What follows belongs to an exercise in optimizing a design on an open flow for small area and a short achievable clock period; a production flow would make more cautious choices. RTL that was checked went through simulation tests only; none was proved equivalent to the original. Power is estimated from default activity; no workload was simulated.

Design neurona_capa_1, start of the top module:
module neurona_capa_1(
    weight_0, weight_1, weight_2, weight_3, weight_4, weight_5, weight_6, weight_7, weight_8, weight_9, weight_10, weight_11, weight_12, weight_13, weight_14, weight_15, weight_16, weight_17, weight_18, weight_19, weight_20, weight_21, weight_22, weight_23, weight_24, weight_25, weight_26, weight_27, weight_28, weight_29, weight_30, weight_31, weight_32, weight_33, weight_34, weight_35, weight_36, weight_37, weight_38, weight_39, weight_40, weight_41, weight_42, weight_43, weight_44, weight_45, weight_46, weight_47, weight_48,
    pixel_0, pixel_1, pixel_2, pixel_3, pixel_4, pixel_5, pixel_6, pixel_7, pixel_8, pixel_9, pixel_10, pixel_11, pixel_12, pixel_13, pixel_14, pixel_15, pixel_16, pixel_17, pixel_18, pixel_19, pixel_20, pixel_21, pixel_22, pixel_23, pixel_24, pixel_25, pixel_26, pixel_27, pixel_28, pixel_29, pixel_30, pixel_31, pixel_32, pixel_33, pixel_34, pixel_35, pixel_36, pixel_37, pixel_38, pixel_39, pixel_40, pixel_41, pixel_42, pixel_43, pixel_44, pixel_45, pixel_46, pixel_47, pixel_48,
    clk, out
);
==> flow/config.mk <==
export PLATFORM = sky130hd
export DESIGN_NAME = neurona_capa_1
export DESIGN_NICKNAME = neurona_capa_1
export VERILOG_FILES = /design/flow/design.v
export SDC_FILE = /design/flow/constraint.sdc
export NUM_CORES = 4
export LEC_CHECK = 0
export CAP_MARGIN = 20
export CORE_MARGIN = 2
export CORE_UTILIZATION = 60
export SETUP_SLACK_MARGIN = 4.7
export SLEW_MARGIN = 20
export SYNTH_HIERARCHICAL = 1
export SYNTH_MINIMUM_KEEP_SIZE = 0
==> flow/constraint.sdc <==
create_clock -name core_clock -period 8.0 [get_ports {clk}]
set_input_delay 1.6000 -clock core_clock [delete_from_list [all_inputs] [get_ports {clk}]]
set_output_delay 1.6000 -clock core_clock [all_outputs]
set_load 0.01 [all_outputs]
standard.sh (not shown) runs the stock make flow with config.mk's settings and CLKGATE_MAP_FILE= SYNTH_SCRIPT=/design/flow/synth_recipe.tcl, a recipe that flattens the netlist after the stock synthesis.
==> flow/flow/run.sh <==
#!/bin/bash
# Own layout flow: the standard flow (standard.sh, unchanged synthesis),
# except that the port buffers buffer_ports inserts are buf_1 cells rather
# than the default it picks; timing repair resizes them where needed.
set -euo pipefail
export BUFFER_PORTS_ARGS="-buffer_cell sky130_fd_sc_hd__buf_1"
bash standard.sh > standard.log 2>&1
==> next run, changes <==
- CORE_UTILIZATION: 60 -> 40
- SETUP_SLACK_MARGIN: 4.7 -> 4.5
Effect: Register-to-register slack got worse by 0.08 ns. Flip-flop and latch count is unchanged. Design area is lower by a few percent. Fmax went down by a few percent. Via count decreases by a few percent. Wire length climbs by a few percent. Die area climbs by well over a third. Cell count went up by a little under a tenth. Non-clock buffer count went down by 2.
==> next run, changes <==
- CTS_BUF_LIST: default -> sky130_fd_sc_hd__clkbuf_4 sky130_fd_sc_hd__clkbuf_8
- PLACE_DENSITY: default -> 0.8
- SETUP_SLACK_MARGIN: 4.5 -> 4.7
Result: The changed run ran to the end with no violations; hold slack gains 0.0070 ns; clock skew stays flat; wire length increases by 1.1%.
==> next run, changes <==
- PLACE_DENSITY: 0.8 -> default
=> Count of clock-buffer cells in the layout does not change; area after synthesis does not change; worst hold slack gets worse by 0.0031 ns; non-clock buffer count stays the same; cell area is lower by 1.5%; wire length shrinks by 5.0%; synthesized cell count does not change; sequential power hardly moves; core utilization drops by 0.75 points; total power shrinks by 3.3%.

* * *

Setup of run 1:
Another version of the RTL of neurona_capa_1 (not shown whole).
Size in the first run: about 11000 µm² of cells after synthesis.
clock: 8.0 ns
lec_check: 0
cap_margin: 20
core_margin: 2
core_utilization: 40
cts_buf_list: sky130_fd_sc_hd__clkbuf_4 sky130_fd_sc_hd__clkbuf_8
slew_margin: 20
synth_hierarchical: 1
synth_minimum_keep_size: 0
==> flow/flow/run.sh <==
#!/bin/bash
# Own layout flow: the standard flow (standard.sh, unchanged synthesis),
# with two changes: the port buffers buffer_ports inserts are buf_1 cells
# (timing repair resizes them where needed), and the setup repair margin is
# 4.4 ns for the pre-placement repair in floorplan and 4.7 ns for the
# repairs after clock-tree synthesis and global routing, so that gates are
# upsized from placed timing rather than from the wire-less estimate.
set -euo pipefail
export BUFFER_PORTS_ARGS="-buffer_cell sky130_fd_sc_hd__buf_1"
SETUP_SLACK_MARGIN=4.4 bash standard.sh synth floorplan > standard_floorplan.log 2>&1
SETUP_SLACK_MARGIN=4.7 bash standard.sh > standard.log 2>&1
The inputs of run 2 differ from those of run 1 as listed below.
==> flow/flow/run.sh <==
#!/bin/bash
# Own layout flow: the standard flow (standard.sh, unchanged synthesis),
# with two changes: the port buffers buffer_ports inserts are buf_1 cells
# (timing repair resizes them where needed), and the setup repair margin is
# 0 ns for the pre-placement repair in floorplan and 5.0 ns for the
# repairs after clock-tree synthesis and global routing, so that gates are
# upsized from placed timing rather than from the wire-less estimate.
set -euo pipefail
export BUFFER_PORTS_ARGS="-buffer_cell sky130_fd_sc_hd__buf_1"
SETUP_SLACK_MARGIN=0 bash standard.sh synth floorplan > standard_floorplan.log 2>&1
SETUP_SLACK_MARGIN=5.0 bash standard.sh > standard.log 2>&1
Results
Layout overhead on the synthesized area (lower): run 1
Run 2 vs run 1, first-pass GRT wire length went up by 750 µm.
Re fraction of power consumed by combinational cells: run 1 and run 2 aren't equal, and the higher value belongs to run 2.
Est. power | run 2 vs run 1 | run 2 higher
Summary — worst reg-to-reg path cell count, run 2 relative to run 1: higher, by 1.
NOTE flip-flop and latch area run 1->run 2 increased slightly
Static leakage (run 2 vs. run 1) increases by more than 10%
After detailed routing, run 1 needs less wire than run 2.
The inputs of run 3 differ from those of run 2 as listed below.
Settings: putting SETUP_SLACK_MARGIN at 4.6 where nothing was set.
==> flow/flow/run.sh <==
#!/bin/bash
# Own layout flow: the standard flow (standard.sh, unchanged synthesis),
# except that the port buffers buffer_ports inserts are buf_1 cells rather
# than the default it picks; timing repair resizes them where needed.
set -euo pipefail
export BUFFER_PORTS_ARGS="-buffer_cell sky130_fd_sc_hd__buf_1"
bash standard.sh > standard.log 2>&1
[summary]
No stage failed in run 3, and the final checks on the layout all came back clean. Going from run 2 to run 3, sequential share of layout area shows an increase of 2.0 points; via count held steady; slack of the critical path went down. Time the worst path needs with I/O delays and setup sits higher in run 3 than in run 2. The worst setup path startpoint comes out pixel_40 in one run and r1[46] in the other, namely in run 3 and run 2 respectively.

* * *

Setup of run A:
Starting RTL as in the previous note.
Settings: LEC_CHECK=0, ABC_CLOCK_PERIOD_IN_PS=1500, CAP_MARGIN=20, CORE_MARGIN=2, CORE_UTILIZATION=40, CTS_BUF_LIST=sky130_fd_sc_hd__clkbuf_4 sky130_fd_sc_hd__clkbuf_8, SETUP_SLACK_MARGIN=4.7, SLEW_MARGIN=20, SYNTH_HIERARCHICAL=1, SYNTH_MINIMUM_KEEP_SIZE=0; clock period 8.0 ns.
==> flow/flow/run.sh <==
#!/bin/bash
# Own layout flow: the standard flow (standard.sh, unchanged synthesis),
# except that the port buffers buffer_ports inserts are buf_1 cells rather
# than the default it picks; timing repair resizes them where needed.
set -euo pipefail
export BUFFER_PORTS_ARGS="-buffer_cell sky130_fd_sc_hd__buf_1"
bash standard.sh > standard.log 2>&1
What run B does differently from run A at the input level:
Settings: clearing ABC_CLOCK_PERIOD_IN_PS, which used to be 1500.
Findings:
- Run B has completed all stages; timing, DRC and antenna checks passed.
- Per the comparison of run B with run A, die area held; wire length stayed essentially flat; count of vias placed by the detailed router ~0 delta.
- Comparing run B against run A, there is no change at all in number of logic stages on the critical path including buffering.
[inputs] run C vs run B
Settings: SETUP_SLACK_MARGIN removed (was 4.7).
==> flow/flow/run.sh <==
#!/bin/bash
# Own layout flow: the standard flow (standard.sh, unchanged synthesis),
# with two changes: the port buffers buffer_ports inserts are buf_1 cells
# (timing repair resizes them where needed), and the setup repair margin is
# 0 ns for the pre-placement repair in floorplan and 4.7 ns for the
# repairs after clock-tree synthesis and global routing, so that gates are
# upsized from placed timing rather than from the wire-less estimate.
set -euo pipefail
export BUFFER_PORTS_ARGS="-buffer_cell sky130_fd_sc_hd__buf_1"
SETUP_SLACK_MARGIN=0 bash standard.sh synth floorplan > standard_floorplan.log 2>&1
SETUP_SLACK_MARGIN=4.7 bash standard.sh > standard.log 2>&1
### Flow results
Between run C and run B, it is run C whose measured slew at the worst slew-check pin is lower, by 0.35 ns. In run C the non-clock buffer count turned out 2 lower than in run B. For run B, the standard cell with the maximum stage delay on the critical path was dfxtp_2, unlike run C, where it was fa_1. Between run B and run C, number of detailed-route iterations in the first pass increased. Taking run B as the reference, in run C sequential cell fraction of total power went down 0.4 points; total number of vias held.
Relative to run C, the following input files were edited for run D:
Settings: SETUP_SLACK_MARGIN newly set to 4.8.
==> flow/flow/run.sh <==
#!/bin/bash
# Own layout flow: the standard flow (standard.sh, unchanged synthesis),
# except that the port buffers buffer_ports inserts are buf_1 cells rather
# than the default it picks; timing repair resizes them where needed.
set -euo pipefail
export BUFFER_PORTS_ARGS="-buffer_cell sky130_fd_sc_hd__buf_1"
bash standard.sh > standard.log 2>&1
Findings:
The sequential power of run C and that of run D are within noise of each other.
Summary: setup slack, run D worse than run C
Lower routed wire length on met2 was reported by run D, not run C.
Number of antenna violations at the first check in global routing up 2 in run D wrt run C
First-iteration DRC count (run D over run C): decrease, about 15%
Looking at worst hold slack across both flows, run D is the weaker of the two, with run C ahead.
On maximum vdd drop, the higher figure sits with run D, not run C.
Run D consumes more power than run C does.

* * *

neurona_capa_1, a different RTL version from the one above (not shown whole).
Size in the first run: roughly 1000 cells after synthesis, roughly 110 flip-flops.
export LEC_CHECK = 0
export CAP_MARGIN = 20
export CORE_MARGIN = 2
export CORE_UTILIZATION = 40
export CTS_BUF_LIST = sky130_fd_sc_hd__clkbuf_4 sky130_fd_sc_hd__clkbuf_8
export SETUP_SLACK_MARGIN = 4.8
export SLEW_MARGIN = 20
export SYNTH_HIERARCHICAL = 1
export SYNTH_MINIMUM_KEEP_SIZE = 0
create_clock -name core_clock -period 8.0 [get_ports {clk}]
==> flow/flow/run.sh <==
#!/bin/bash
# Own layout flow: the standard flow (standard.sh, unchanged synthesis),
# except that the port buffers buffer_ports inserts are buf_1 cells rather
# than the default it picks; timing repair resizes them where needed.
set -euo pipefail
export BUFFER_PORTS_ARGS="-buffer_cell sky130_fd_sc_hd__buf_1"
bash standard.sh > standard.log 2>&1
The baseline finished clean.
Then changed:
Settings changed: CTS_BUF_LIST sky130_fd_sc_hd__clkbuf_4 sky130_fd_sc_hd__clkbuf_8 to unset, SETUP_SLACK_MARGIN 4.8 to 4.5.
Count of clock-buffer cells in the layout does not change; sequential share of layout area climbs by 1.5 points; power shrinks by 15%; worst setup slack got worse by 220 ps; design area falls by 9.2%; first-iteration DRC count decreases by 6.3%; core utilization came out lower by 5.0 points.
No functional check of the RTL was part of any run of this note.

* * *

neurona_capa_1 with an RTL version that a note above also has.
Size in the first run: ~960 cells after synthesis, roughly 100 flip-flops, ~450 I/O pins, ~11000 um2 of cells after synthesis.
Design neurona_capa_1, start of the top module:
module neurona_capa_1(
    weight_0, weight_1, weight_2, weight_3, weight_4, weight_5, weight_6, weight_7, weight_8, weight_9, weight_10, weight_11, weight_12, weight_13, weight_14, weight_15, weight_16, weight_17, weight_18, weight_19, weight_20, weight_21, weight_22, weight_23, weight_24, weight_25, weight_26, weight_27, weight_28, weight_29, weight_30, weight_31, weight_32, weight_33, weight_34, weight_35, weight_36, weight_37, weight_38, weight_39, weight_40, weight_41, weight_42, weight_43, weight_44, weight_45, weight_46, weight_47, weight_48,
    pixel_0, pixel_1, pixel_2, pixel_3, pixel_4, pixel_5, pixel_6, pixel_7, pixel_8, pixel_9, pixel_10, pixel_11, pixel_12, pixel_13, pixel_14, pixel_15, pixel_16, pixel_17, pixel_18, pixel_19, pixel_20, pixel_21, pixel_22, pixel_23, pixel_24, pixel_25, pixel_26, pixel_27, pixel_28, pixel_29, pixel_30, pixel_31, pixel_32, pixel_33, pixel_34, pixel_35, pixel_36, pixel_37, pixel_38, pixel_39, pixel_40, pixel_41, pixel_42, pixel_43, pixel_44, pixel_45, pixel_46, pixel_47, pixel_48,
    clk, out
);
clock: 8.0 ns
lec_check: 0
cap_margin: 20
core_margin: 2
core_utilization: 40
cts_buf_list: sky130_fd_sc_hd__clkbuf_4 sky130_fd_sc_hd__clkbuf_8
slew_margin: 20
synth_hierarchical: 1
synth_minimum_keep_size: 0
==> flow/flow/run.sh <==
#!/bin/bash
# Own layout flow: the standard flow (standard.sh, unchanged synthesis),
# with two changes: the port buffers buffer_ports inserts are buf_1 cells
# (timing repair resizes them where needed), and the setup repair margin is
# 0 ns for the pre-placement repair in floorplan and 4.85 ns for the
# repairs after clock-tree synthesis and global routing, so that gates are
# upsized from placed timing rather than from the wire-less estimate.
set -euo pipefail
export BUFFER_PORTS_ARGS="-buffer_cell sky130_fd_sc_hd__buf_1"
SETUP_SLACK_MARGIN=0 bash standard.sh synth floorplan > standard_floorplan.log 2>&1
SETUP_SLACK_MARGIN=4.85 bash standard.sh > standard.log 2>&1
Next try:
==> flow/flow/run.sh (replaced) <==
#!/bin/bash
# Own layout flow: the standard flow (standard.sh, unchanged synthesis),
# except that the port buffers buffer_ports inserts are buf_1 cells rather
# than the default it picks; timing repair resizes them where needed.
set -euo pipefail
export BUFFER_PORTS_ARGS="-buffer_cell sky130_fd_sc_hd__buf_1"
bash standard.sh > standard.log 2>&1
Settings changed: CORE_UTILIZATION 40 to 50, SETUP_SLACK_MARGIN from default to 4.7.
Combinational power drops by 7.9%.
Synthesized area is unchanged.
Non-clock buffer count drops by 2.
Utilization climbs by 11 points.
Total power drops by about 7%.
Clock skew hardly moves.
Register-to-register slack got worse by 180 ps.
Worst setup slack got worse by 180 ps.
Fmax drops by about 5%.
Flip-flop and latch count does not change.
Via count climbs by about 1%.

* * *

neurona_capa_1 with an RTL version that a note above also has.
For scale: roughly 110 flip-flops.
Settings: LEC_CHECK=0, CAP_MARGIN=20, CORE_MARGIN=2, CORE_UTILIZATION=40, CTS_BUF_LIST=sky130_fd_sc_hd__clkbuf_4 sky130_fd_sc_hd__clkbuf_8, SETUP_SLACK_MARGIN=4.7, SLEW_MARGIN=20, SYNTH_HIERARCHICAL=1, SYNTH_MINIMUM_KEEP_SIZE=0; clock period 8.0 ns.
==> flow/flow/run.sh <==
#!/bin/bash
# Own layout flow: the standard flow (standard.sh, unchanged synthesis),
# except that the port buffers buffer_ports inserts are buf_1 cells rather
# than the default it picks, and power recovery (downsizing gates off the
# critical paths) runs after global routing.
set -euo pipefail
export BUFFER_PORTS_ARGS="-buffer_cell sky130_fd_sc_hd__buf_1"
export RECOVER_POWER=100
bash standard.sh > standard.log 2>&1
Next try:
==> flow/flow/run.sh (replaced) <==
#!/bin/bash
# Own layout flow: the standard flow (standard.sh, unchanged synthesis),
# except that the port buffers buffer_ports inserts are buf_1 cells rather
# than the default it picks; timing repair resizes them where needed.
set -euo pipefail
export BUFFER_PORTS_ARGS="-buffer_cell sky130_fd_sc_hd__buf_1"
bash standard.sh > standard.log 2>&1
CTS_BUF_LIST = unset   (was sky130_fd_sc_hd__clkbuf_4 sky130_fd_sc_hd__clkbuf_8)
SETUP_SLACK_MARGIN = 5.0   (was 4.7)
=> The changed run finished clean. Worst hold slack degrades by 0.0067 ns. Sequential share of layout area came out lower by 2.6 points. Synthesized cell count stays the same. Synthesized area stays the same. Critical path depth came out lower by 1. Combinational power came out higher by 26%. Clock-buffer cell count stays the same. Total power came out higher by 21%. Setup slack improves by 0.51 ns. Design area came out higher by 20%. Flip-flop and latch count is unchanged.
Next try:
==> flow/run.sh (new file) <==
#!/bin/bash
# synth_recipe.tcl (not shown) runs the flow's synth.tcl, then flattens the netlist and writes it again
# the make line also repeats each setting of config.mk as NAME=value (left out here)
make -C /OpenROAD-flow-scripts/flow DESIGN_CONFIG=/design/flow/config.mk WORK_HOME=/design/flow/orfs CLKGATE_MAP_FILE= SYNTH_SCRIPT=/design/flow/synth_recipe.tcl finish
SETUP_SLACK_MARGIN = 4.5   (was 5.0)
removed: flow/flow/run.sh
removed: flow/standard.sh
Result: The changed run finished clean; via count went down by 0.90%; synthesized area stays the same; synthesized cell count does not change; die area is unchanged; non-clock buffer count decreases by 33; clock-buffer cell count went down by 1; setup slack gets worse by 0.26 ns; critical path depth grows by 1; sequential cell count stays the same; first-iteration DRC count is higher by 21%.

-- static timing again, ports no longer ideal --
The results above use ideal ports. As a check the final layouts listed here were re-extracted and re-timed, cells and wires unchanged. Step 1 sets driving cells, clkbuf_16 on the clock port and buf_2 on the other inputs (assumed; they add their load-dependent delay and slew). Step 2 also shifts input and output timing later by t, the mid clock arrival at the registers, as if the neighbouring blocks saw the same clock. Slacks: no drivers / after step 1 / after step 2; pairs: no drivers / after step 1.
run | t, ns | slack for setup (ns) | slew at the worst register clock pin (ns) | worst data-port slew with drivers (ns) | pins driven straight from the clock port
the first run of note 1 | 0.401 | 4.659 / 4.641 / 4.240 | 0.07 / 0.07 | 0.11 | 1
the second run of note 1 | 0.391 | 4.522 / 4.538 / 4.147 | 0.08 / 0.08 | 0.13 | 1
the third run of note 1 | 0.413 | 4.697 / 4.668 / 4.255 | 0.10 / 0.10 | 0.10 | 1
the fourth run of note 1 | 0.408 | 4.695 / 4.707 / 4.299 | 0.10 / 0.10 | 0.08 | 1
run 1 | 0.407 | 4.725 / 4.736 / 4.329 | 0.10 / 0.10 | 0.12 | 1
run 2 | 0.406 | 4.799 / 4.799 / 4.434 | 0.10 / 0.10 | 0.12 | 1
run 3 | 0.414 | 4.634 / 4.642 / 4.239 | 0.10 / 0.10 | 0.10 | 1
run A | 0.412 | 4.727 / 4.684 / 4.330 | 0.11 / 0.11 | 0.09 | 1
run B | 0.412 | 4.727 / 4.684 / 4.330 | 0.11 / 0.11 | 0.09 | 1
run C | 0.407 | 4.725 / 4.736 / 4.329 | 0.10 / 0.10 | 0.12 | 1
run D | 0.428 | 4.628 / 4.628 / 4.420 | 0.11 / 0.11 | 0.11 | 1
the first run of note 4 | 0.410 | 4.782 / 4.782 / 4.417 | 0.11 / 0.11 | 0.10 | 1
the second run of note 4 | 0.389 | 4.565 / 4.584 / 4.198 | 0.08 / 0.08 | 0.11 | 1
the first run of note 5 | 0.410 | 4.808 / 4.800 / 4.441 | 0.10 / 0.10 | 0.10 | 1
the second run of note 5 | 0.413 | 4.629 / 4.629 / 4.311 | 0.10 / 0.10 | 0.09 | 1
the first run of note 6 | 0.410 | 4.242 / 4.226 / 3.816 | 0.10 / 0.10 | 0.09 | 1
the second run of note 6 | 0.394 | 4.753 / 4.753 / 4.367 | 0.08 / 0.08 | 0.15 | 1
the third run of note 6 | 0.391 | 4.491 / 4.473 / 4.082 | 0.08 / 0.08 | 0.14 | 1
After both steps every run listed still meets setup and hold. The setup slack of the third run of note 1, which loses most, moves by -0.029 ns with the drivers and by -0.442 ns with both steps.
